This design comes from an exercise in tuning for small area and a short achievable clock period on the open sky130 flow, not from production work. In this exercise RTL edits were held to simulation tests only and were not proved equivalent to the original. The flow treats the clock pin as an ideal source, which a real chip does not have.

==> run a <==
## c6288
module c6288 (clk, reset, N1_wire, N18_wire, N35_wire, N52_wire, N69_wire, N86_wire, N103_wire, N120_wire, N137_wire, N154_wire, N171_wire, N188_wire, N205_wire, N222_wire, N239_wire, N256_wire, N273_wire, N290_wire, N307_wire, N324_wire, N341_wire, N358_wire, N375_wire, N392_wire, N409_wire, N426_wire, N443_wire, N460_wire, N477_wire, N494_wire, N511_wire, N528_wire,
  N545, N1581, N1901, N2223, N2548, N2877, N3211, N3552, N3895, N4241, N4591, N4946, N5308, N5672, N5971, N6123, N6150, N6160, N6170, N6180, N6190, N6200, N6210, N6220, N6230, N6240, N6250, N6260, N6270, N6280, N6288, N6287);
export LEC_CHECK = 0
export CAP_MARGIN = 20
export CORE_MARGIN = 2
export CORE_UTILIZATION = 40
export CTS_BUF_LIST = sky130_fd_sc_hd__clkbuf_4 sky130_fd_sc_hd__clkbuf_8
export SLEW_MARGIN = 20
export SYNTH_HIERARCHICAL = 1
create_clock -name core_clock -period 14.0 [get_ports {clk}]
standard.sh (not shown) runs the stock make flow with config.mk's settings and CLKGATE_MAP_FILE= SYNTH_SCRIPT=/design/flow/synth_recipe.tcl, a recipe that flattens the netlist after the stock synthesis.
==> flow/flow/run.sh <==
#!/bin/bash
# Own layout flow, built on the standard flow (standard.sh):
#  1. the standard synthesis;
#  2. every combinational cell set to the smallest size of its footprint
#     (flow/downsize.py); the resizer upsizes where timing needs it;
#  3. the standard flow up to CTS, with extra ORFS make variables from
#     flow/extra.txt (a setup margin, so that repair_timing works towards a
#     short period rather than only the 14 ns clock; port buffers of buf_1);
#  5. the rest of the standard flow (global route, repair, detailed route).
# Each step's full output goes to a log file of its own in the work folder.
set -euo pipefail
mapfile -t EXTRA < <(grep -v '^#' flow/extra.txt | grep .)
RES=orfs/results/$FLOW_PLATFORM/c6288/base
PLAT=$FLOW_HOME/platforms/$FLOW_PLATFORM
bash standard.sh synth > synth.log 2>&1
python3 flow/downsize.py $PLAT/lib/sky130_fd_sc_hd__tt_025C_1v80.lib $RES/1_2_yosys.v > downsize.log 2>&1
rm -f $RES/1_synth.odb $RES/1_synth.sdc
bash standard.sh cts "${EXTRA[@]}" > place_cts.log 2>&1
RES=$RES SKEW_CELLS="$(cat flow/skew_cells.txt)" LAUNCH_GROUPS=$(cat flow/launch_groups.txt) LAUNCH_CELL=sky130_fd_sc_hd__clkbuf_16 LIB=$PLAT/lib/sky130_fd_sc_hd__tt_025C_1v80.lib PLATFORM_DIR=$PLAT \
  openroad -no_init -exit flow/skew.tcl > skew.log 2>&1
bash standard.sh finish "${EXTRA[@]}" > route.log 2>&1
==> flow/flow/downsize.py <==
#!/usr/bin/env python3
"""Give every combinational cell of the synthesized netlist the smallest size
of its footprint (e.g. a22oi_2 -> a22oi_1); the resizer later upsizes only
where timing needs it. Flip-flops, tie cells and dont-use cells are left as
they are. usage: downsize.py LIB NETLIST"""
import re, sys
lib, net = sys.argv[1], sys.argv[2]
txt = open(lib).read()
cells = {}
for m in re.finditer(r'cell \("(\w+)"\)\s*\{', txt):
    body = txt[m.end():m.end() + 4000]
    fp = re.search(r'cell_footprint : "(\w+)"', body)
    ar = re.search(r'area : ([\d.]+)', body)
    if fp and ar:
        cells[m.group(1)] = (fp.group(1), float(ar.group(1)))
skip = re.compile(r'sky130_fd_sc_hd__(df|dl|sdf|edf|conb|tap|fill|decap|diode|clk|probe|lpflow|buf|inv|bufinv)')
best = {}
for c, (fp, ar) in cells.items():
    if skip.match(c):
        continue
    if fp not in best or ar < cells[best[fp]][1]:
        best[fp] = c
src = open(net).read()
n = [0]
def rep(m):
    c = m.group(1)
    if c in cells and not skip.match(c):
        b = best.get(cells[c][0], c)
        if b != c and cells[b][1] < cells[c][1] - 1e-6:
            n[0] += 1
            return b + m.group(2)
    return m.group(0)
out = re.sub(r'\b(sky130_fd_sc_hd__\w+)(\s+\S+\s*\()', rep, src)
open(net, 'w').write(out)
print(f"downsized {n[0]} cells")
==> flow/flow/extra.txt <==
SETUP_SLACK_MARGIN=9.8
BUFFER_PORTS_ARGS=-buffer_cell sky130_fd_sc_hd__buf_1
TNS_END_PERCENT=0
==> flow/flow/skew.tcl <==
set res $::env(RES)
set cells $::env(SKEW_CELLS)
read_db $res/4_cts.odb
read_liberty $::env(LIB)
read_sdc $res/4_cts.sdc
source $::env(PLATFORM_DIR)/setRC.tcl
set_propagated_clock [all_clocks]
estimate_parasitics -placement
report_clock_skew
set block [ord::get_db_block]
set ng $::env(LAUNCH_GROUPS)
if {$ng > 0} {
  set lst {}
  foreach inst [get_cells {ra* one* two* neg*}] {
    set p [get_pins [get_full_name $inst]/CLK]
    set loc [[sta::sta_to_db_inst $inst] getLocation]
    lappend lst [list [lindex $loc 0] [lindex $loc 1] $p]
  }
  set lst [lsort -integer -index 0 $lst]
  set per [expr {([llength $lst] + $ng - 1) / $ng}]
  for {set g 0} {$g < $ng} {incr g} {
    set sub [lrange $lst [expr {$g*$per}] [expr {$g*$per + $per - 1}]]
    set sx 0; set sy 0; set gp {}
    foreach e $sub { incr sx [lindex $e 0]; incr sy [lindex $e 1]; lappend gp [lindex $e 2] }
    set n [llength $sub]
    insert_buffer -buffer_cell $::env(LAUNCH_CELL) -net clk -load_pins $gp \
      -location [list [expr {$sx/$n/1000.0}] [expr {$sy/$n/1000.0}]] \
      -buffer_name launch_clkbuf_$g -net_name launch_clk_$g -load_pins_on_diff_nets
    puts "launch group $g: $n clock pins"
  }
}
# group rp CLK pins by their clock net
set groups [dict create]
foreach inst [get_cells rp*] {
  set pin [get_pins [get_full_name $inst]/CLK]
  set net [get_full_name [get_nets -of_objects $pin]]
  dict lappend groups $net $pin
}
set block [ord::get_db_block]
set gi 0
foreach net [dict keys $groups] {
  incr gi
  set pins [dict get $groups $net]
  # centroid of the loads
  set sx 0; set sy 0; set n 0
  foreach p $pins {
    set i [sta::sta_to_db_inst [get_cells -of_objects $p]]
    set loc [$i getLocation]
    incr sx [lindex $loc 0]; incr sy [lindex $loc 1]; incr n
  }
  set x [expr {$sx / $n / 1000.0}]; set y [expr {$sy / $n / 1000.0}]
  set curnet $net
  set d 0
  foreach cell $cells {
    incr d
    set bn "rpdly_${gi}_$d"
    insert_buffer -buffer_cell $cell -net $curnet -load_pins $pins -location [list $x $y] -buffer_name $bn -net_name "${bn}_net"
    set curnet [get_full_name [get_nets -of_objects [lindex $pins 0]]]
  }
  puts "net $net: [llength $pins] rp clock pins behind $cells"
}
# remove clock buffers left without loads
set changed 1
while {$changed} {
  set changed 0
  foreach inst [$block getInsts] {
    if {![string match "*clkbuf*" [[$inst getMaster] getName]]} continue
    set out [$inst findITerm X]
    if {$out eq "NULL"} continue
    set net [$out getNet]
    if {$net eq "NULL" || [llength [$net getITerms]] <= 1} {
      puts "remove [$inst getName]"
      odb::dbInst_destroy $inst
      if {$net ne "NULL"} { odb::dbNet_destroy $net }
      set changed 1
      break
    }
  }
}
set_placement_padding -global -left 0 -right 0
detailed_placement
check_placement
estimate_parasitics -placement
report_clock_skew
report_checks -path_delay max -digits 3 -format full_clock_expanded -to [all_outputs]
report_checks -path_delay max -digits 3 -format full_clock_expanded -to [get_pins rp*/D]
report_check_types -max_slew -violators
report_clock_latency
foreach p [get_pins -hierarchical */CLK] { if {[get_property $p slew_max] > 0.11} { puts "slow clock pin [get_full_name $p] [get_property $p slew_max]" } }
write_db $res/4_cts.odb
==> flow/flow/skew_cells.txt <==
sky130_fd_sc_hd__clkbuf_1 sky130_fd_sc_hd__clkbuf_1 sky130_fd_sc_hd__clkbuf_4
==> run b: changes against run a <==
==> flow/flow/run.sh (replaced) <==
#!/bin/bash
# Own layout flow: the standard flow (standard.sh) with extra ORFS make
# variables from flow/extra.txt (one VAR=value per line), e.g. a setup margin
# so that repair_timing sizes and buffers the multiplier for a short period
# rather than only for the 14 ns clock. After the standard synthesis every
# combinational cell is set to the smallest size of its footprint
# (flow/downsize.py); the resizer upsizes where timing needs it.
# Each step's full output goes to a log file in the work folder.
set -euo pipefail
mapfile -t EXTRA < <(grep -v '^#' flow/extra.txt | grep .)
bash standard.sh synth > synth.log 2>&1
RES=orfs/results/$FLOW_PLATFORM/c6288/base
python3 flow/downsize.py $FLOW_HOME/platforms/$FLOW_PLATFORM/lib/sky130_fd_sc_hd__tt_025C_1v80.lib $RES/1_2_yosys.v > downsize.log 2>&1
rm -f $RES/1_synth.odb $RES/1_synth.sdc
bash standard.sh finish "${EXTRA[@]}" > layout.log 2>&1
==> flow/flow/extra.txt (replaced) <==
SETUP_SLACK_MARGIN=9.4
BUFFER_PORTS_ARGS=-buffer_cell sky130_fd_sc_hd__buf_1
--- a/flow/config.mk
+++ b/flow/config.mk
@@ -9,3 +9,3 @@
 export CORE_MARGIN = 2
-export CORE_UTILIZATION = 40
+export CORE_UTILIZATION = 55
 export CTS_BUF_LIST = sky130_fd_sc_hd__clkbuf_4 sky130_fd_sc_hd__clkbuf_8
removed: flow/flow/skew.tcl
removed: flow/flow/skew_cells.txt
==> run c: changes against run a <==
--- a/flow/flow/run.sh
+++ b/flow/flow/run.sh
@@ -18,3 +18,3 @@
 bash standard.sh cts "${EXTRA[@]}" > place_cts.log 2>&1
-RES=$RES SKEW_CELLS="$(cat flow/skew_cells.txt)" LAUNCH_GROUPS=$(cat flow/launch_groups.txt) LAUNCH_CELL=sky130_fd_sc_hd__clkbuf_16 LIB=$PLAT/lib/sky130_fd_sc_hd__tt_025C_1v80.lib PLATFORM_DIR=$PLAT \
+RES=$RES SKEW_CELLS="$(cat flow/skew_cells.txt)" LIB=$PLAT/lib/sky130_fd_sc_hd__tt_025C_1v80.lib PLATFORM_DIR=$PLAT \
   openroad -no_init -exit flow/skew.tcl > skew.log 2>&1
==> flow/flow/extra.txt (replaced) <==
SETUP_SLACK_MARGIN=9.4
BUFFER_PORTS_ARGS=-buffer_cell sky130_fd_sc_hd__buf_1
==> flow/flow/skew.tcl (replaced) <==
set res $::env(RES)
set cells $::env(SKEW_CELLS)
read_db $res/4_cts.odb
read_liberty $::env(LIB)
read_sdc $res/4_cts.sdc
source $::env(PLATFORM_DIR)/setRC.tcl
set_propagated_clock [all_clocks]
estimate_parasitics -placement
report_clock_skew
# group rp CLK pins by their clock net
set groups [dict create]
foreach inst [get_cells rp*] {
  set pin [get_pins [get_full_name $inst]/CLK]
  set net [get_full_name [get_nets -of_objects $pin]]
  dict lappend groups $net $pin
}
set block [ord::get_db_block]
set gi 0
foreach net [dict keys $groups] {
  incr gi
  set pins [dict get $groups $net]
  # centroid of the loads
  set sx 0; set sy 0; set n 0
  foreach p $pins {
    set i [sta::sta_to_db_inst [get_cells -of_objects $p]]
    set loc [$i getLocation]
    incr sx [lindex $loc 0]; incr sy [lindex $loc 1]; incr n
  }
  set x [expr {$sx / $n / 1000.0}]; set y [expr {$sy / $n / 1000.0}]
  set curnet $net
  set d 0
  foreach cell $cells {
    incr d
    set bn "rpdly_${gi}_$d"
    insert_buffer -buffer_cell $cell -net $curnet -load_pins $pins -location [list $x $y] -buffer_name $bn -net_name "${bn}_net"
    set curnet [get_full_name [get_nets -of_objects [lindex $pins 0]]]
  }
  puts "net $net: [llength $pins] rp clock pins behind $cells"
}
set_placement_padding -global -left 0 -right 0
detailed_placement
check_placement
estimate_parasitics -placement
report_clock_skew
report_checks -path_delay max -digits 3 -format full_clock_expanded -to [all_outputs]
report_checks -path_delay max -digits 3 -format full_clock_expanded -to [get_pins rp*/D]
report_check_types -max_slew -violators
write_db $res/4_cts.odb
==> flow/flow/skew_cells.txt (replaced) <==
sky130_fd_sc_hd__clkbuf_1 sky130_fd_sc_hd__clkbuf_4
==> impl_metrics.tcl <==
set metrics [dict create \
    layout.nets 1072 \
    status "finished clean" \
    cp.arrival_ns 1.20 \
    mostFrequentLayoutCells "191 x xor2_1, 120 x a22oi_1, 112 x fa_1, 99 x nand2_1, 65 x buf_1" \
    slew_headroom_pct 55.6 \
]
# the run above: run a

==> impl_metrics.tcl <==
set metrics [dict create \
    mostFrequentLayoutCells "191 x xor2_1, 116 x a22oi_1, 109 x fa_1, 99 x nand2_1, 65 x buf_1" \
    largestRegisters "rp: 32 flops, ra: 16 flops" \
    startpoint_type "flop" \
    slew_headroom_pct 40.5 \
    maxSlewViolCount 0 \
    status "finished clean" \
    cp.arrival_ns 4.67 \
    layout.nets 1088 \
    clk_pin_slew_worst_paths_ns 0.09 \
]
# the run above: run b

==> impl_metrics.tcl <==
set metrics [dict create \
    status "finished clean" \
    slew_headroom_pct 52.8 \
    layout.nets 1056 \
    mostFrequentLayoutCells "191 x xor2_1, 120 x a22oi_1, 112 x fa_1, 99 x nand2_1, 65 x buf_1" \
]
# the run above: run c

==> port drivers added, routing unchanged <==
In the flow no input, the clock included, has a driving cell. The finished layouts below were timed again as built, in two steps. Step 1 sets driving cells, clkbuf_16 on the clock port and buf_2 on the other inputs (assumed; they add their load-dependent delay and slew). Step 2, shift: input delay + t, output delay - t, t = (earliest + latest rising clock arrival at the registers) / 2. This alone moves slack from input paths to output paths. Slacks: ideal ports / drivers / drivers and shift; pairs: ideal ports / drivers.
run	t (ns)	slack for setup (ns)	latest minus earliest clock arrival (ns)	worst data-port slew with drivers (ns)	cell pins on the clock port's net
run a	0.565	10.003 / 9.968 / 10.042	0.328 / 0.328	0.04	1
run b	0.406	9.580 / 9.580 / 9.580	0.010 / 0.010	0.04	1
run c	0.531	9.707 / 9.707 / 9.707	0.255 / 0.254	0.04	1
In run a the clock reaches the registers at very different times; t lies between them, and the last value is a rough guide only.
